Source: an optimization exercise on an open RTL-to-GDS flow (aim: small area, a short achievable clock period and few clock cycles per item). Production flows keep margins and buffers that such runs may drop.
Only simulation tests tie the RTL to the original design; equivalence was not proved.

==> flow/design.v (outline; a module is shown in full before it is edited, if it fits) <==
// module Cfu: 4488 lines
module Cfu (
    input               cmd_valid,
    output              cmd_ready,
    input      [9:0]    cmd_payload_function_id,
    input      [31:0]   cmd_payload_inputs_0,
    input      [31:0]   cmd_payload_inputs_1,
    output              rsp_valid,
    input               rsp_ready,
    output     [31:0]   rsp_payload_outputs_0,
    input               reset,
    input               clk
);
  // ...
==> flow/flow/run.sh <==
#!/bin/bash
set -euo pipefail
sed 's/yosys synth -nofsm -noshare {\*}\$args/yosys synth -nofsm -noshare -noabc {*}$args/' \
    synth_recipe.tcl > nabc_synth.tcl
grep -q -- '-noabc' nabc_synth.tcl
bash standard.sh SYNTH_SCRIPT="$PWD/nabc_synth.tcl" synth > synth.log 2>&1
bash standard.sh SYNTH_SCRIPT="$PWD/nabc_synth.tcl" SETUP_SLACK_MARGIN=10 finish > layout.log 2>&1
==> flow/standard.sh <==
#!/bin/bash
# synth_recipe.tcl (not shown) runs the flow's synth.tcl, then flattens the netlist and writes it again
# the make line also repeats each setting of config.mk as NAME=value (left out here)
make -C /OpenROAD-flow-scripts/flow DESIGN_CONFIG=/design/flow/config.mk WORK_HOME=/design/flow/orfs CLKGATE_MAP_FILE= SYNTH_SCRIPT=/design/flow/synth_recipe.tcl "${@:-finish}"
==> flow/config.mk <==
export PLATFORM = sky130hd
export DESIGN_NAME = Cfu
export DESIGN_NICKNAME = Cfu
export VERILOG_FILES = /design/flow/design.v
export SDC_FILE = /design/flow/constraint.sdc
export NUM_CORES = 4
export LEC_CHECK = 0
export CAP_MARGIN = 20
export CORE_MARGIN = 2
export CORE_UTILIZATION = 45
export PLACE_DENSITY = 0.65
export SLEW_MARGIN = 20
==> flow/constraint.sdc <==
create_clock -name core_clock -period 15.0 [get_ports {clk}]
set_input_delay 3.0000 -clock core_clock [delete_from_list [all_inputs] [get_ports {clk}]]
set_output_delay 3.0000 -clock core_clock [all_outputs]
set_load 0.01 [all_outputs]
==> run notes, run 1 <==
- Hold EP: r2_B[36]$_DFF_P_
- Top post-synthesis cells by count: fa_1, xnor2_1, a22oi_1
- Crit-path max FO: 18
- Reg-to-reg slack, setup: 9.76 ns
- Ant. Diodes: 15
- Nets@finish: 11200
- Slew @ Worst Pin: 1.24 ns
- Synthesis-to-finish area growth: 9.63%
- Global placement routability congestion: 0.974
- RSZ-0062 raised after global routing: yes
- Mux share of post-synthesis cell area: 2.85%
- Clock Skew: 0.107 ns
- Initial DRT Pass Iterations: 10
- Data required time of the critical path: 15.72 ns
- Critical path's top delay family: compound AO/OA/AOI/OAI gates
- Overflow after GRT: 0
- Met3 GRT Util: 11.3%
- Largest family of logic cells by synthesized area: adder cells
- Footprint of the multi-input gates: 0.0711 mm2
- Average wire per standard cell: 31.4 um
- Crit path depth: 20
- Most frequent cells in the layout: fa_1, xnor2_1, a22oi_1
- Post-synth EDFFs: 270
- Status: complete, no violations
- I/O pin cnt: 112
- Logic inverters: 481
- Well tap count: 2838
- Grt met1 use: 45.8%
- Via density: 6.66
Testbench counts, summed over its fixed seeds: cycles 6,824, items 3,342.
==> inputs of run 2 (changes only) <==
--- a/flow/design.v
+++ b/flow/design.v
@@ -4317,20 +4317,17 @@
             lr_v <= pr_v | rec_done;
             cv <= pr_v | rec_done | (disp & a_simple);
         end
         lr_dec <= ~rec_done & pr_op == 2'd0 & esum[47];
         lr_inc <= ~rec_done & pr_op == 2'd1 & qround;
         lr <= rec_done ? {V[64], V[62:32]} :
               (pr_op == 2'd0) ? esum[47:16] : qsh;
     end
-    reg [3:0]  wp, rp;
-    reg [31:0] e0, e1, e2, e3;
-    wire [31:0] R = ({32{wp[1]}} & e0) | ({32{wp[2]}} & e1) |
-                    ({32{wp[3]}} & e2) | ({32{wp[0]}} & e3);
+    reg [31:0] R;        
     wire [31:0] cS, cC;
 wire ct_1 = R[0] ^ s_p0[0];
 wire ct_2 = R[0] & s_p0[0];
 wire ct_3 = R[1] ^ s_p0[1] ^ s_p1[1];
 wire ct_4 = (R[1] & s_p0[1]) | (R[1] & s_p1[1]) | (s_p0[1] & s_p1[1]);
 wire ct_5 = R[2] ^ s_p0[2] ^ s_p1[2];
 wire ct_6 = (R[2] & s_p0[2]) | (R[2] & s_p1[2]) | (s_p0[2] & s_p1[2]);
 wire ct_7 = R[3] ^ s_p0[3] ^ s_p1[3];
@@ -4458,31 +4455,34 @@
 assign cS = {ct_127, ct_125, ct_123, ct_121, ct_119, ct_117, ct_115, ct_113, ct_111, ct_109, ct_107, ct_105, ct_103, ct_101, ct_99, ct_97, ct_95, ct_93, ct_91, ct_89, ct_87, ct_85, ct_83, ct_81, ct_79, ct_77, ct_75, ct_73, ct_71, ct_69, ct_67, ct_65};
 assign cC = {ct_126, ct_124, ct_122, ct_120, ct_118, ct_116, ct_114, ct_112, ct_110, ct_108, ct_106, ct_104, ct_102, ct_100, ct_98, ct_96, ct_94, ct_92, ct_90, ct_88, ct_86, ct_84, ct_82, ct_80, ct_78, ct_76, ct_74, ct_72, ct_70, ct_68, ct_66, s_p3[0]};
     wire [31:0] macc = cS + cC;
     wire [31:0] simple_res = s_f0 ? 32'd0 : macc;
     wire [31:0] long_res = lr + {{31{lr_dec}}, lr_dec | lr_inc};
     reg         cv;      
     wire [31:0] cval = s_v ? simple_res : long_res;
     reg [2:0]  q;
+    reg [3:0]  wp, rp;
+    reg [31:0] e0, e1, e2, e3;
     wire [2:0] qc = q + {2'b0, cv};
     always @(posedge clk) begin
         if (reset) begin
             q <= 3'd0;
             rv <= 1'b0;
+            R <= 32'd0;
             wp <= 4'b0001;
             rp <= 4'b0001;
         end else begin
+            if (cv) R <= cval;
             q <= qc - {2'b0, ho};
             rv <= ho ? (qc != 3'd1) : (qc != 3'd0);
             if (cv) wp <= {wp[2:0], wp[3]};
             if (ho) rp <= {rp[2:0], rp[3]};
         end
         if (cv & wp[0]) e0 <= cval;
         if (cv & wp[1]) e1 <= cval;
         if (cv & wp[2]) e2 <= cval;
-        if (reset) e3 <= 32'd0;
-        else if (cv & wp[3]) e3 <= cval;
+        if (cv & wp[3]) e3 <= cval;
     end
     assign rsp_valid = rv;
     assign rsp_payload_outputs_0 = ({32{rp[0]}} & e0) | ({32{rp[1]}} & e1) |
                                    ({32{rp[2]}} & e2) | ({32{rp[3]}} & e3);
 endmodule
==> flow/config.mk (replaced) <==
export PLATFORM = sky130hd
export DESIGN_NAME = Cfu
export DESIGN_NICKNAME = Cfu
export VERILOG_FILES = /design/flow/design.v
export SDC_FILE = /design/flow/constraint.sdc
export NUM_CORES = 4
export LEC_CHECK = 0
export CAP_MARGIN = 20
export CORE_MARGIN = 2
export CORE_UTILIZATION = 40
export PLACE_DENSITY = 0.5
export SLEW_MARGIN = 20
==> run 2 against run 1 <==
  * Still clean on timing, DRC and antenna
  * Critical path depth decreased by 11
  * Synthesized cell count down 0.35%
  * Via count decreased by 3.0%
  * Register-to-register slack improved by 0.22 ns
  * Largest cell class unchanged
==> run notes, run 2 <==
- Crit path DAT: 5.68 ns (was 5.96 ns)
- Status: complete, no violations (unchanged)
- Slew @ Worst Pin: 1.18 ns (was 1.24 ns)
- Max Root-Sink Buffers: 3 (unchanged)
- Average wire per standard cell: 32.2 um (was 31.4 um)
- Nets@finish: 11100 (was 11200)
- Via density: 6.29 (was 6.66)
- WHS Path Cells: 0 (unchanged)
- Reg2reg end: r2_S[30]$_DFF_P_ (was e3[21]$_SDFFE_PP0P_)
- Share of layout cells above drive strength 1: 9.34% (was 9.64%)
- Routed Wire Length: 404 mm (was 385 mm)
- F_max: 199 MHz (was 191 MHz)
- Overflow after GRT: 0 (unchanged)
- Netlist cell types: 102 (was 105)
- Clock latency on the worst-skew pair: 0.83 ns (about the same)
- Post-route cell area: 0.107 mm2 (was 0.106 mm2)
- Compound-Gate Fraction of Synth Area: 17.7% (was 18.2%)
- Period utilisation layout: 33.5% (was 35.0%)
- Clock transition at path regs: 0.07 ns (was 0.06 ns)
- Vias in the first global route: 79000 (was 81100)
- Post-Syn Instances: 9553 (was 9587)
- Port Buffer Count: 108 (unchanged)
- Critical-path top delay cell: dfxtp_4 (was fa_1)
- DRT iter0 DRCs: 9513 (was 11700)
- Max_cap viols: 0 (unchanged)
- CP Class: reg2reg (unchanged)
- # rows: 180 (was 170)
- Async S/R FF share, synth: 0% (unchanged)
- CTS tree: yes (unchanged)
- #FFs+latches synth: 993 (was 961)
- First-pass GRT wire length: 571 mm (was 552 mm)
- Worst slew margin: 21.1% (was 17.0%)
- Die ar.: 0.247 mm2 (was 0.219 mm2)
- Global placement routability congestion: 0.983 (was 0.974)
- RSZ-0062 raised after global routing: yes (unchanged)
- All-Layer GR Usage: 32.0% (was 34.2%)
- Largest family of logic cells by synthesized area: adder cells (unchanged)
- Synth area leaders: fa_1, dfxtp_1, xnor2_1 (unchanged)
- Beginning of the worst hold path: r1_B[9]$_DFF_P_ (was r1_B[36]$_DFF_P_)
- Initial DRT Pass Iterations: 7 (was 10)
- Dpl ws: 9.15 ns (was 9.00 ns)
- Largest net degree at the start of global routing: 69 (was 68)
- TritonCTS Buffers: 117 (was 111)
- Reg-to-reg slack, setup: 9.98 ns (was 9.76 ns)
- Top post-synthesis cells by count: fa_1, xnor2_1, a22oi_1 (unchanged)
- Syn avg cell area: 10.2 um2 (was 10.1 um2)
- Buf+Inv Stages, Crit Path: 1 (was 2)
- Data required time of the critical path: 15.66 ns (was 15.72 ns)
- YS warnings: 1 (unchanged)
- Total core area: 0.241 mm2 (was 0.214 mm2)
- Root buf cell: clkbuf_16 (unchanged)
- Hold WC Path Type: reg2reg (unchanged)
- Most used cell, CP: fa_1 (unchanged)
- HPWL after DPL: 267 mm (was 253 mm)
- Effective utilization at floorplan: 40.3% (was 45.3%)
- Post-placement cell area: 0.101 mm2 (was 0.100 mm2)
- Top-count cell post-synth: fa_1 (unchanged)
- Mapped cell area: 0.0971 mm2 (was 0.0970 mm2)
- Max incr delay on CP: 0.80 ns (was 0.57 ns)
- Post-Route Utilization: 44.4% (was 49.6%)
- Clock sink count: 993 (was 961)
- Yosys top cell area share: 25.0% (about the same)
- Startpoint type of the worst setup path: flip-flop (unchanged)
- Clock Skew: 0.0779 ns (was 0.107 ns)
- Biggest regs: r2_C: 74 flops, r2_S: 74 flops, r1_A: 44 flops (unchanged)
- R2r worst-path depth: 9 (was 20)
- Area leader, netlist: fa_1 (unchanged)
- Max Slew Vio Count: 0 (unchanged)
- Xor/xnor share of the synthesized area: 11.0% (was 11.1%)
- Mux share of post-synthesis cell area: 2.63% (was 2.85%)
- Final hold violations: 0 (unchanged)
- Most common library cell in the layout ignoring fill and taps: fa_1 (unchanged)
- H-Tree Depth: 3 (unchanged)
- Chip width: 497 um (was 468 um)
- Worst setup margin: 9.98 ns (was 9.76 ns)
- R2r startpoint: r1_A[8]$_DFF_P_ (was wp[3]$_SDFFE_PP0P_)
- Fin crit period: 5.02 ns (was 5.24 ns)
- Antenna violations before repair: 41 (was 39)
- Remaining antenna violation count: 0 (unchanged)
- Sequential share of the synthesized area: 23.6% (was 22.6%)
- Main synth FF type: dfxtp_1 (unchanged)
- Die Y: 497 um (was 468 um)
- Total number of vias: 79000 (was 81400)
- DRC: 0 (unchanged)
- Setup tns final: 0 ns (unchanged)
- Fraction of the mapped netlist area in simple logic gates: 7.51% (was 7.78%)
- Synth Area in Adders: 32.5% (about the same)
- Crit-path max FO: 22 (was 18)
- Syn_nets: 11400 (was 11500)
- Most frequent cells in the layout: fa_1, xnor2_1, a22oi_1 (unchanged)
- Worst setup EP type: flip-flop (unchanged)
- Critical path cell sequence: buf_4 -> a22oi_1 -> xnor2_1 -> fa_1 -> fa_1 -> fa_1 -> fa_1 -> fa_1 -> fa_1 (was buf_12 -> a22oi_2 -> nand2_2 -> fa_1 -> fa_1 -> fa_1 -> ha_4 -> or2_2 -> a21oi_2 -> a21oi_2 -> nor3b_1 -> o31a_1 -> buf_4 -> o21a_1 -> o21ai_1 -> nand2b_1 -> a221oi_2 -> xnor2_1 -> a31o_2 -> a22o_1)
- Critical path's top delay family: adder cells (was compound AO/OA/AOI/OAI gates)
- Synthesis-to-finish area growth: 10.3% (was 9.63%)
- Hold EP: r2_B[9]$_DFF_P_ (was r2_B[36]$_DFF_P_)
- Post-synth EDFFs: 302 (was 270)
- Final setup vio count: 0 (unchanged)
- I/O pin cnt: 112 (unchanged)
run 2: cell types whose count changed after synthesis, sizes merged, moves of 27 or more:
cell / delta
edfxtp: +32
a22o: -38
nor2: +76
and2: -64
nand2: +27
a22oi: -64
run 2: worst max-delay path by stage:
stage / startpoint / to / depth (start not counted)
after floorplan: a_b[1]$_DFFE_PP_ / s_p0[15]$_SDFF_PN0_ / 19
after global placement: pr_T[3]$_DFF_P_ / lr[22]$_DFF_P_ / 17
after detailed placement: pr_T[3]$_DFF_P_ / lr[22]$_DFF_P_ / 17
after CTS: rp[2]$_SDFFE_PP0P_ / rsp_payload_outputs_0[17] / 6
after global routing: rp[2]$_SDFFE_PP0P_ / rsp_payload_outputs_0[5] / 5
final: r1_A[8]$_DFF_P_ / r2_S[30]$_DFF_P_ / 9
run 2: cell type report:
cell class,instances,area [um2]
fillers,22700,134000
well taps,3185,3990
diodes,14,35.0
clock inverters,73,951
flip-flops and latches,993,23200
multi-input cells,7280,70000
inverters,488,1850
clock buffers,150,3260
repair buffers,375,3690
run 2: kinds of logic (layout without fill, tap and decap cells):
logic type,count (synthesis),count (layout)
simple gates,1572,1572
other cells,0,14
xor+xnor,1218,1218
compound gates,2497,2497
buf+inv,1280,1086
fa+ha+maj,1797,1797
mux,196,196
flops,993,993
run 2: what timing repair did:
item	CTS	global route
setup endpoints to repair	194	165
gates resized for setup	194	188
buffers inserted	51	25
gates cloned	2	2
endpoints found under the hold margin	0	0
pin swaps	16	21
hold buffers	0	0
run 2: metal layers:
layer  part of all wire [%]  vias to the layer above  track usage [%]  wire (um)
met5                  0.055                        -           0.0772        224
met4                    5.4                       28             14.5      21800
met1                     42                    40000             44.1     169000
met2                     42                     4884             45.8     168000
met3                     11                     1194             9.60      45400
li1                       -                    32900                -          -
run 2: through the flow:
step | hold slack [ns] | instances
final | 0.301 | 12600
after global routing | 0.330 | 12500
after CTS | 0.322 | 12500
after detailed placement | 0.314 | 12200
after global placement | 0.310 | 12200
after floorplan | 0.310 | 9553
Testbench counts of run 2, summed over its fixed seeds: cycles 6,824, items 3,342.
==> inputs of run 3 (changes only) <==
==> flow/flow/run.sh (replaced) <==
#!/bin/bash
set -euo pipefail
sed 's/yosys synth -nofsm -noshare {\*}\$args/yosys synth -nofsm -noshare -noabc {*}$args/' \
    synth_recipe.tcl > nabc_synth.tcl
grep -q -- '-noabc' nabc_synth.tcl
bash standard.sh SYNTH_SCRIPT="$PWD/nabc_synth.tcl" synth > synth.log 2>&1
bash standard.sh SYNTH_SCRIPT="$PWD/nabc_synth.tcl" SETUP_SLACK_MARGIN=10.25 finish > layout.log 2>&1
==> run 3 against run 2 <==
  * Hold slack gained 0.0083 ns
  * Sequential share of layout area is 0.49 points lower
  * Setup slack improved by 0.080 ns
  * Flip-flop and latch count is the same
  * Maximum frequency is 1.6% higher
  * Core utilization grew 1.1 points
  * Critical path type is now reg2out
==> run notes, run 3 <==
- Final setup vio count: 0 (unchanged)
- Die Y: 497 um (unchanged)
- Crit-path max FO: 14 (was 22)
- Clock latency on the worst-skew pair: 0.87 ns (was 0.83 ns)
- Slew @ Worst Pin: 1.31 ns (was 1.18 ns)
- Beginning of the worst hold path: r1_pass[0]$_DFF_P_ (was r1_B[9]$_DFF_P_)
- Post-route cell area: 0.110 mm2 (was 0.107 mm2)
- YS warnings: 1 (unchanged)
- Worst Hold Slack: 0.310 ns (was 0.301 ns)
- Hold EP: r2_pass[0]$_DFF_P_ (was r2_B[9]$_DFF_P_)
- Post-placement cell area: 0.101 mm2 (about the same)
- Synthesis-to-finish area growth: 13.0% (was 10.3%)
- Max_cap viols: 0 (unchanged)
- DRT iter0 DRCs: 10300 (was 9513)
- Chip width: 497 um (unchanged)
- WHS Path Cells: 0 (unchanged)
- Startpoint type of the worst setup path: flip-flop (unchanged)
- Fin crit period: 4.94 ns (was 5.02 ns)
- Most frequent cells in the layout: fa_1, xnor2_1, a22oi_1 (unchanged)
- Clock sink count: 993 (unchanged)
- Final hold violations: 0 (unchanged)
- CP Class: reg2out (was reg2reg)
- Setup tns final: 0 ns (unchanged)
- Async S/R FF share, synth: 0% (unchanged)
- Post-synth EDFFs: 302 (unchanged)
- Reg-to-reg slack, setup: 10.25 ns (was 9.98 ns)
- Max Root-Sink Buffers: 3 (unchanged)
- Antenna violations before repair: 51 (was 41)
- Port Buffer Count: 108 (unchanged)
- Syn avg cell area: 10.2 um2 (unchanged)
- Worst setup EP type: output port (was flip-flop)
- Share of layout cells above drive strength 1: 11.4% (was 9.34%)
- Clock Skew: 0.0889 ns (was 0.0779 ns)
- Total number of vias: 81000 (was 79000)
- Effective utilization at floorplan: 40.3% (unchanged)
- DR WL met2: 175 mm (was 168 mm)
- Worst slew margin: 12.3% (was 21.1%)
- Hold WC Path Type: reg2reg (unchanged)
- Global placement routability congestion: 0.980 (was 0.983)
- Top post-synthesis cells by count: fa_1, xnor2_1, a22oi_1 (unchanged)
- Top routing layer used: met5 (unchanged)
- Main synth FF type: dfxtp_1 (unchanged)
- F_max: 202 MHz (was 199 MHz)
- Remaining antenna violation count: 0 (unchanged)
- Top-count cell post-synth: fa_1 (unchanged)
- Syn_nets: 11400 (unchanged)
- Area leader, netlist: fa_1 (unchanged)
- Period utilisation layout: 32.9% (was 33.5%)
- Met3 WL: 55.7 mm (was 45.4 mm)
- Status: complete, no violations (unchanged)
- First-pass GRT wire length: 584 mm (was 571 mm)
- DRC: 0 (unchanged)
- R2r startpoint: r2_S[20]$_DFF_P_ (was r1_A[8]$_DFF_P_)
- M1 wire length: 173 mm (was 169 mm)
- Most common library cell in the layout ignoring fill and taps: fa_1 (unchanged)
- Post-Syn Instances: 9553 (unchanged)
- Synth area leaders: fa_1, dfxtp_1, xnor2_1 (unchanged)
- I/O pin cnt: 112 (unchanged)
- Netlist cell types: 102 (unchanged)
- Initial DRT Pass Iterations: 6 (was 7)
- Post-Route Utilization: 45.5% (was 44.4%)
- Overflow after GRT: 0 (unchanged)
- All-Layer GR Usage: 32.9% (was 32.0%)
- CTS tree: yes (unchanged)
- Die ar.: 0.247 mm2 (unchanged)
- Mapped cell area: 0.0971 mm2 (unchanged)
- Clock transition at path regs: 0.07 ns (about the same)
- Data required time of the critical path: 12.00 ns (was 15.66 ns)
- Biggest regs: r2_C: 74 flops, r2_S: 74 flops, r1_A: 44 flops (unchanged)
- #FFs+latches synth: 993 (unchanged)
- Average wire per standard cell: 33.9 um (was 32.2 um)
- HPWL after DPL: 265 mm (was 267 mm)
- Yosys top cell area share: 25.0% (unchanged)
- Sequential share of the synthesized area: 23.6% (unchanged)
- # rows: 180 (unchanged)
- Total core area: 0.241 mm2 (unchanged)
- Via density: 6.39 (was 6.29)
- TritonCTS Buffers: 120 (was 117)
- Routed Wire Length: 430 mm (was 404 mm)
- Reg2reg end: r1_A[42]$_DFF_P_ (was r2_S[30]$_DFF_P_)
- Root buf cell: clkbuf_16 (unchanged)
- FILL cells: 22600 (was 22700)
- H-Tree Depth: 3 (unchanged)
- Largest net degree at the start of global routing: 65 (was 69)
- R2r worst-path depth: 14 (was 9)
- Max Slew Vio Count: 0 (unchanged)
- RSZ-0062 raised after global routing: yes (unchanged)
- Nets@finish: 11200 (was 11100)
- Vias in the first global route: 79700 (was 79000)
- Crit path DAT: 1.94 ns (was 5.68 ns)
run 3: cell count changes in the layout (fill, tap and decap cells not counted), moves of 16 or more:
cell,change
buf_12,+58
a22oi_1,-38
a22oi_2,+38
buf_2,+24
buf_4,+20
clkbuf_2,-17
diode_2,+17
a21oi_1,-16
run 3: final cells by class:
cell class                 count  area (um2)  share of cell area (%)
tap                         3185        3990                    3.63
antenna                       31        77.6                  0.0707
inverter                     488        1880                    1.72
clock inverter                75         970                   0.884
sequential                   993       23200                    21.2
timing repair buffer         471        5600                    5.10
multi-input combinational   7280       70600                    64.4
clock buffer                 152        3310                    3.02
run 3: cells by family (layout without fill, tap and decap cells):
logic type | Yosys count | count (layout) | share of synthesized area [%]
AOI/OAI and AO/OA | 2497 | 2497 | 17.7
other | 0 | 31 | 0
and+or+nand+nor | 1572 | 1572 | 7.51
buffers and inverters | 1280 | 1186 | 4.99
DFF | 993 | 993 | 23.6
adders and majority gates | 1797 | 1797 | 32.5
muxes | 196 | 196 | 2.63
xor gates and xnor gates | 1218 | 1218 | 11.0
run 3: timing repair:
item	4_1_cts	5_1_grt
hold buffers	0	0
cloned	7	10
setup buffers	78	87
gates resized for setup	390	221
endpoints found under the setup margin	251	207
pin swaps	47	75
run 3: metal layers:
| layer | vias to the layer above | GRT usage (%) |
|---|---|---|
| li1 | 33100 | - |
| met1 | 40800 | 45.0 |
| met2 | 5602 | 46.3 |
| met3 | 1452 | 11.2 |
| met4 | 35 | 15.7 |
| met5 | - | 0 |
run 3: worst max-delay path: stages, from the launching register on:
cell and delay [ns]:
dfxtp_4 0.37, buf_12 0.16, buf_12 0.13, a22oi_2 0.14, nand2_1 0.11, buf_2 0.15
run 3: per-stage QoR:
stage / setup slack [ns] / instances
5_1_grt: 9.99 / 12600
3_3_place_gp: 9.24 / 12200
3_5_place_dp: 9.18 / 12200
2_1_floorplan: 10.25 / 9553
4_1_cts: 9.97 / 12500
6_report: 10.06 / 12700
run 3: worst max-delay path by stage:
stage | start | endpoint | slack, ns | cells after the start
final | rp[0]$_SDFFE_PP1P_ | rsp_payload_outputs_0[24] | 10.06 | 5
after floorplan | a_b[1]$_DFFE_PP_ | s_p0[15]$_SDFF_PN0_ | 10.25 | 19
after CTS | rp[2]$_SDFFE_PP0P_ | rsp_payload_outputs_0[27] | 9.97 | 4
after detailed placement | pr_T[0]$_DFF_P_ | lr[22]$_DFF_P_ | 9.18 | 17
after global routing | rp[2]$_SDFFE_PP0P_ | rsp_payload_outputs_0[22] | 9.99 | 4
after global placement | a_b[2]$_DFFE_PP_ | s_p0[15]$_SDFF_PN0_ | 9.24 | 18
==> inputs of run 4 (changes only) <==
==> flow/flow/run.sh (replaced) <==
#!/bin/bash
set -euo pipefail
sed 's/yosys synth -nofsm -noshare {\*}\$args/yosys synth -nofsm -noshare -noabc {*}$args/' \
    synth_recipe.tcl > nabc_synth.tcl
grep -q -- '-noabc' nabc_synth.tcl
bash standard.sh SYNTH_SCRIPT="$PWD/nabc_synth.tcl" synth > synth.log 2>&1
bash standard.sh SYNTH_SCRIPT="$PWD/nabc_synth.tcl" SETUP_SLACK_MARGIN=10.5 finish > layout.log 2>&1
==> run 4 against run 3 <==
  * Die area unchanged
  * Maximum frequency increased by 1.4%
  * Non-clock buffer count increased by 220
  * Count of clock-buffer cells in the layout decreased by 6
  * Sequential share of layout area decreased by 0.91 points
  * Register-to-register slack got worse by 0.11 ns
  * Flip-flop and latch count unchanged
  * Setup slack improved by 0.070 ns
  * Hold slack got worse by 0.0021 ns
  * Core utilization increased by 2.2 points
==> run notes, run 4 <==
- Status: complete, no violations (unchanged)
- Main synth FF type: dfxtp_1 (unchanged)
- Max_cap viols: 0 (unchanged)
- Via density: 6.33 (was 6.39)
- Clock sink count: 993 (unchanged)
- Global placement routability congestion: 0.975 (was 0.980)
- Initial DRT Pass Iterations: 9 (was 6)
- Period utilisation layout: 32.5% (was 32.9%)
- HPWL after DPL: 269 mm (was 265 mm)
- Most frequent cells in the layout: fa_1, xnor2_1, a22oi_1 (unchanged)
- #FFs+latches synth: 993 (unchanged)
- DRC: 0 (unchanged)
- R2r worst-path depth: 11 (was 14)
- Hold WC Path Type: reg2reg (unchanged)
- R2r startpoint: r1_bo[0]$_DFF_P_ (was r2_S[20]$_DFF_P_)
- Critical-path top delay cell: dfxtp_4 (unchanged)
- Top-count cell post-synth: fa_1 (unchanged)
- CTS tree: yes (unchanged)
- Netlist cell types: 102 (unchanged)
- Critical path cell sequence: buf_12 -> a22oi_2 -> nand2_2 -> buf_2 (was buf_12 -> buf_12 -> a22oi_2 -> nand2_1 -> buf_2)
- Most common library cell in the layout ignoring fill and taps: fa_1 (unchanged)
- Chip width: 497 um (unchanged)
- CP Capture Point: rsp_payload_outputs_0[21] (was rsp_payload_outputs_0[24])
- Antenna violations before repair: 42 (was 51)
- Post-synth EDFFs: 302 (unchanged)
- Worst slew margin: 6.17% (was 12.3%)
- Root buf cell: clkbuf_16 (unchanged)
- Port Buffer Count: 108 (unchanged)
- Overflow after GRT: 0 (unchanged)
- Sequential share of the synthesized area: 23.6% (unchanged)
- H-Tree Depth: 3 (unchanged)
- Setup tns final: 0 ns (unchanged)
- Crit path from: rp[2]$_SDFFE_PP0P_ (was rp[0]$_SDFFE_PP1P_)
- First-pass GRT wire length: 592 mm (was 584 mm)
- Clock latency on the worst-skew pair: 0.86 ns (was 0.87 ns)
- Average wire per standard cell: 33.7 um (was 33.9 um)
- Biggest regs: r2_C: 74 flops, r2_S: 74 flops, r1_A: 44 flops (unchanged)
- Share of layout cells above drive strength 1: 16.5% (was 11.4%)
- Buf+Inv Stages, Crit Path: 2 (was 3)
- Crit path depth: 4 (was 5)
- Max Root-Sink Buffers: 3 (unchanged)
- Die ar.: 0.247 mm2 (unchanged)
- Worst setup EP type: output port (unchanged)
- Async S/R FF share, synth: 0% (unchanged)
- Total number of vias: 81500 (was 81000)
- Yosys top cell area share: 25.0% (unchanged)
- Clock transition at path regs: 0.06 ns (was 0.07 ns)
- Area leader, netlist: fa_1 (unchanged)
- Critical path's top delay family: flip-flops (was buffers and inverters)
- Synth area leaders: fa_1, dfxtp_1, xnor2_1 (unchanged)
- Reg-to-reg slack, setup: 10.14 ns (was 10.25 ns)
- Nets@finish: 11400 (was 11200)
- Mapped cell area: 0.0971 mm2 (unchanged)
- Effective utilization at floorplan: 40.3% (unchanged)
- Routed Wire Length: 434 mm (was 430 mm)
- Top post-synthesis cells by count: fa_1, xnor2_1, a22oi_1 (unchanged)
- Crit-path max FO: 6 (was 14)
- Slew @ Worst Pin: 1.39 ns (was 1.31 ns)
- Syn avg cell area: 10.2 um2 (unchanged)
- Reg2reg end: r2_S[42]$_DFF_P_ (was r1_A[42]$_DFF_P_)
- YS warnings: 1 (unchanged)
- Die Y: 497 um (unchanged)
- Clock Skew: 0.134 ns (was 0.0889 ns)
- Startpoint type of the worst setup path: flip-flop (unchanged)
- All-Layer GR Usage: 33.4% (was 32.9%)
- Remaining antenna violation count: 0 (unchanged)
- # rows: 180 (unchanged)
- RSZ-0062 raised after global routing: yes (unchanged)
- Max Slew Vio Count: 0 (unchanged)
- CP Class: reg2out (unchanged)
- Data required time of the critical path: 12.00 ns (about the same)
- TritonCTS Buffers: 117 (was 120)
- Largest net degree at the start of global routing: 65 (unchanged)
- I/O pin cnt: 112 (unchanged)
- F_max: 205 MHz (was 202 MHz)
- Vias in the first global route: 80400 (was 79700)
- Crit path DAT: 1.87 ns (was 1.94 ns)
- Total core area: 0.241 mm2 (unchanged)
- Fin crit period: 4.87 ns (was 4.94 ns)
- Final hold violations: 0 (unchanged)
- Post-Syn Instances: 9553 (unchanged)
- Final setup vio count: 0 (unchanged)
- Max incr delay on CP: 0.41 ns (was 0.37 ns)
- Synthesis-to-finish area growth: 18.4% (was 13.0%)
- DRT iter0 DRCs: 10700 (was 10300)
- Syn_nets: 11400 (unchanged)
-- run 4: cell count changes in the layout (fill, tap and decap cells not counted), moves of 25 or more --
| cell | delta |
|---|---|
| a21oi_1 | -27 |
| a21oi_2 | +26 |
| a22oi_1 | -41 |
| a22oi_2 | +41 |
| buf_12 | +63 |
| buf_16 | +25 |
| buf_4 | +87 |
| fa_1 | -91 |
| fa_2 | +91 |
| ha_1 | -25 |
-- run 4: layer usage --
layer,GRT usage (%),part of all wire [%],wire (um),vias to the layer above
met5,0.386,0.10,448,-
li1,-,-,-,33600
met2,46.8,41,176000,5327
met4,18.0,6.8,29300,17
met3,11.3,12,53200,1371
met1,45.3,40,175000,41200
-- run 4: through the flow --
stage / setup slack, ns / area (um2) / util [%] / hold slack (ns) / instances
final: 10.13 / 115000 / 47.7 / 0.308 / 12900
after CTS: 10.04 / 111000 / 46.0 / 0.307 / 12700
after detailed placement: 9.14 / 101000 / 42.0 / 0.312 / 12300
after global routing: 10.07 / 115000 / 47.7 / 0.321 / 12900
after global placement: 9.15 / 101000 / 42.0 / 0.311 / 12300
after floorplan: 10.36 / 97300 / - / 0.310 / 9553
-- run 4: final cells by class --
| type | instances | area, um2 |
|---|---|---|
| fill | 22200 | 126000 |
| multi-input combinational | 7280 | 72200 |
| sequential | 993 | 23300 |
| timing repair buffer | 691 | 9270 |
| tap | 3185 | 3990 |
| clock buffer | 146 | 3230 |
| inverter | 488 | 1880 |
| clock inverter | 75 | 943 |
| antenna | 24 | 60.1 |
-- run 4: repair_timing --
action | in CTS | in global routing
hold buffers | 0 | 0
pin swaps | 207 | 252
buffers inserted | 214 | 114
endpoints found under the setup margin | 310 | 243
resized for setup | 780 | 417
gates cloned | 25 | 30
-- run 4: cells by family (layout without fill, tap and decap cells) --
family | Yosys count | after routing | synth area share, %
buffers and inverters | 1280 | 1400 | 4.99
flip-flops | 993 | 993 | 23.6
XOR/XNOR | 1218 | 1218 | 11.0
adder cells (fa/ha/maj) | 1797 | 1797 | 32.5
AO/OA/AOI/OAI | 2497 | 2497 | 17.7
AND/OR/NAND/NOR | 1572 | 1572 | 7.51
multiplexers | 196 | 196 | 2.63
other | 0 | 24 | 0
-- run 4: worst min path at each step --
stage	startpoint	end	slack (ns)	cells after the start
floorplan	r1_B[34]$_DFF_P_	r2_B[34]$_DFF_P_	0.31	0
global placement	r1_pass[0]$_DFF_P_	r2_pass[0]$_DFF_P_	0.31	0
detailed placement	r1_pass[2]$_DFF_P_	r2_pass[2]$_DFF_P_	0.31	0
CTS	r1_B[29]$_DFF_P_	r2_B[29]$_DFF_P_	0.31	0
global route	r1_B[29]$_DFF_P_	r2_B[29]$_DFF_P_	0.32	0
finish	r1_B[29]$_DFF_P_	r2_B[29]$_DFF_P_	0.31	0

==> what the ideal ports hide <==
In the flow no input, the clock included, has a driving cell. The finished layouts below were timed again as built, in two steps. Step 1 assumes that a clkbuf_16 drives the clock port and a buf_2 every other input. Step 2 moves the port delays by t, midway between the first and last clock arrival at a register: inputs arrive t later, outputs are due t later. That takes back most of the time a late clock gives input paths. Slacks: ideal ports / drivers / drivers and shift; pairs: ideal ports / drivers.
run	shift t [ns]	setup slack, ns	worst register clock-pin slew, ns
run 1	0.864	9.755 / 9.756 / 9.311	0.07 / 0.07
run 2	0.891	9.978 / 9.889 / 9.345	0.07 / 0.07
run 3	0.901	10.058 / 9.978 / 9.489	0.08 / 0.08
run 4	0.888	10.129 / 10.040 / 9.728	0.07 / 0.07
After both steps every run listed still meets setup and hold. For run 2, which loses most, drivers alone change the setup slack by -0.089 ns; drivers and shift together by -0.633 ns.
